What follows belongs to an exercise in optimizing a design on an open flow for small area and a short achievable clock period; a production flow would make more cautious choices. Only simulation tests tie the RTL to the original design; equivalence was not proved. Power figures rest on the tool's default switching activity, not on a simulated workload.

==> v28: inputs <==
// fast_float_mult
module fast_float_mult(clk, rst, i_cip, i_vstart, i_vector_length, i_v0, i_v1, i_v2, i_v3,
                       i_v4, i_v5, i_v6, i_v7, i_sj, i_sk, o_busy, o_result);
clock: 11.0 ns
lec_check: 0
abc_area: 1
cap_margin: 20
core_margin: 2
core_utilization: 40
place_density: 0.6
slew_margin: 20
synth_hierarchical: 1
synth_minimum_keep_size: 0
standard.sh (not shown) runs the stock make flow with config.mk's settings and CLKGATE_MAP_FILE= SYNTH_SCRIPT=/design/flow/synth_recipe.tcl, a recipe that flattens the netlist after the stock synthesis.
==> flow/flow/run.sh <==
#!/bin/bash
# The standard layout (the standard.sh: unchanged synthesis and steps), with
# - plain buffers (buf_1, resized by the repair steps like any other cell) on the
#   ports instead of the delay buffers buffer_ports picks by default.
# Each ORFS step logs to orfs/logs/; make's own output goes to make.log here.
set -euo pipefail
bash standard.sh SETUP_SLACK_MARGIN=7.6 "BUFFER_PORTS_ARGS=-buffer_cell sky130_fd_sc_hd__buf_1" finish > make.log 2>&1
==> v15: changes against v28 <==
==> flow/flow/run.sh (replaced) <==
#!/bin/bash
# The standard layout (the standard.sh, the same ORFS steps and scripts), with
# - ABC's area script mapping with amap (area-oriented mapper) instead of map:
#   ORFS's scripts are copied to scripts_amap/ here and only abc_area.script is
#   replaced by flow/abc_area.script (registers are mapped before ABC runs and
#   are not touched by it);
# - plain buffers (buf_1, resized by the repair steps like any other cell) on
#   the ports instead of the delay buffers buffer_ports picks by default.
# Each ORFS step logs to orfs/logs/; make's own output goes to make.log here.
set -euo pipefail
rm -rf scripts_amap
cp -r "$FLOW_HOME/scripts" scripts_amap
cp flow/abc_area.script scripts_amap/abc_area.script
bash standard.sh "SCRIPTS_DIR=$PWD/scripts_amap" SETUP_SLACK_MARGIN=7.6 \
  "BUFFER_PORTS_ARGS=-buffer_cell sky130_fd_sc_hd__buf_1" finish > make.log 2>&1
==> flow/flow/abc_area.script (new file) <==
strash
dch
amap
topo
stime -c
buffer -c
upsize -c
dnsize -c
- CORE_UTILIZATION: 40 -> 55
- PLACE_DENSITY: 0.6 -> 0.7
==> comparison <==
v15 stopped in global routing. v28 ran to the end with no violations. Between v28 and v15, the lower area after synthesis is in v15 (gap 5.0%, measured against v15). Of v15 and v28, v28 has the higher synthesized cell count (gap about 0.23%, measured against v28).
==> figures <==
| item | v15 | v28 |
|---|---|---|
| Multiplexer share of the synthesized area | 0% | 0.0258% |
| Sequential share of the synthesized area | 24.1% | 23.0% |
| Minimum setup slack after placement | 6290 ps | 6240 ps |
| Synthesized instance count | 8,988 | 9,009 |
| Die Y-Extent | 382 um | 458 um |
| Cts repair resizes | 510 | 549 |
| # placed instances | 10,900 | 11,800 |
| Simple-gate share of the synthesized area | 10.1% | 11.2% |
| Count of buffers added by post-CTS timing repair for setup | 69 | 53 |
| RePlAce Congestion | 1.12 | 1.04 |
| Library cell with the highest instance count after synthesis | nor2_1 | nand2_1 |
| Outcome | did not finish | no timing/DRC/antenna violations |
| Stage where the flow stopped | global routing | - |
| Complex-gate fraction of the synthesized area | 25.8% | 13.7% |

---

==> run D <==
Starting RTL as in the previous note.
// fast_float_mult
module fast_float_mult(clk, rst, i_cip, i_vstart, i_vector_length, i_v0, i_v1, i_v2, i_v3,
                       i_v4, i_v5, i_v6, i_v7, i_sj, i_sk, o_busy, o_result);
Settings: LEC_CHECK=0, ABC_AREA=1, CAP_MARGIN=20, CORE_MARGIN=2, CORE_UTILIZATION=40, PLACE_DENSITY=0.6, SLEW_MARGIN=20, SYNTH_HIERARCHICAL=1, SYNTH_MINIMUM_KEEP_SIZE=0; clock period 11.0 ns.
==> flow/flow/run.sh <==
#!/bin/bash
# The standard layout (the standard.sh, the same ORFS steps and scripts), with
# - ABC's area script mapping with amap (area-oriented mapper) instead of map:
#   ORFS's scripts are copied to scripts_amap/ here and only abc_area.script is
#   replaced by flow/abc_area.script (registers are mapped before ABC runs and
#   are not touched by it);
# - plain buffers (buf_1, resized by the repair steps like any other cell) on
#   the ports instead of the delay buffers buffer_ports picks by default.
# Each ORFS step logs to orfs/logs/; make's own output goes to make.log here.
set -euo pipefail
rm -rf scripts_amap
cp -r "$FLOW_HOME/scripts" scripts_amap
cp flow/abc_area.script scripts_amap/abc_area.script
bash standard.sh "SCRIPTS_DIR=$PWD/scripts_amap" SETUP_SLACK_MARGIN=7.35 \
  "BUFFER_PORTS_ARGS=-buffer_cell sky130_fd_sc_hd__buf_1" finish > make.log 2>&1
==> flow/flow/abc_area.script <==
strash
dch
amap
topo
stime -c
buffer -c
upsize -c
dnsize -c
==> run C: changes against run D <==
--- a/flow/flow/run.sh
+++ b/flow/flow/run.sh
@@ -13,3 +13,3 @@
 cp flow/abc_area.script scripts_amap/abc_area.script
-bash standard.sh "SCRIPTS_DIR=$PWD/scripts_amap" SETUP_SLACK_MARGIN=7.35 \
+bash standard.sh "SCRIPTS_DIR=$PWD/scripts_amap" SETUP_SLACK_MARGIN=7.5 \
   "BUFFER_PORTS_ARGS=-buffer_cell sky130_fd_sc_hd__buf_1" finish > make.log 2>&1
- CORE_UTILIZATION: 40 -> 45
- PLACE_DENSITY: 0.6 -> 0.62
==> qor summary <==
Clock tree buffer count of the final layout: run D 134; run C 132
Met2 capacity usage during global routing: run D 0.5837; run C 0.6642
Final instance count without filler cells: run D 11980; run C 11780
Routed wire length on met2: run D 173.1 mm; run C 177.4 mm
# placed instances: run D 11630; run C 11330
Result of the run: run D no timing/DRC/antenna violations; run C no timing/DRC/antenna violations
Global placement routability congestion: run D 1.053; run C 1.039
Core area: run D 195000 um^2; run C 173600 um^2
Share of layout cells above drive strength 1: run D 0.06143; run C 0.08864
Core occupancy in the finished layout: run D 0.4540; run C 0.5245
Net switching fraction of the power: run D 0.4955; run C 0.4939
Half-perimeter wire length after detailed placement: run D 269.3 mm; run C 270.8 mm
Met1 capacity usage during global routing: run D 0.4555; run C 0.5233

[what the ideal ports hide]
The flow's constraints put no driver on any port. The routed layouts listed below were extracted and timed again, unchanged, in two steps.
Step 1 sets driving cells, clkbuf_16 on the clock port and buf_2 on the other inputs (assumed; they add their load-dependent delay and slew).
Step 2 adds t to the input delays and takes it off the output delays; t is the mean of the earliest and latest rising clock arrival at the registers after step 1. Input paths then give back, and output paths get back, about the clock's delay inside the block.
a / b / c = ideal / step 1 / step 2; a / b = the first two.
run	t (ns)	setup slack, ns	worst setup path at the end	cell pins on the clock port's net
v28	0.915	7.300 / 7.300 / 6.801	input to register	1
run D	0.875	7.202 / 7.279 / 6.406	input to register	1
run C	0.891	7.354 / 7.354 / 6.624	input to register	1
After both steps setup and hold are still met in every run listed. For run D, which loses most, drivers alone change the setup slack by +0.077 ns; drivers and shift together by -0.796 ns.
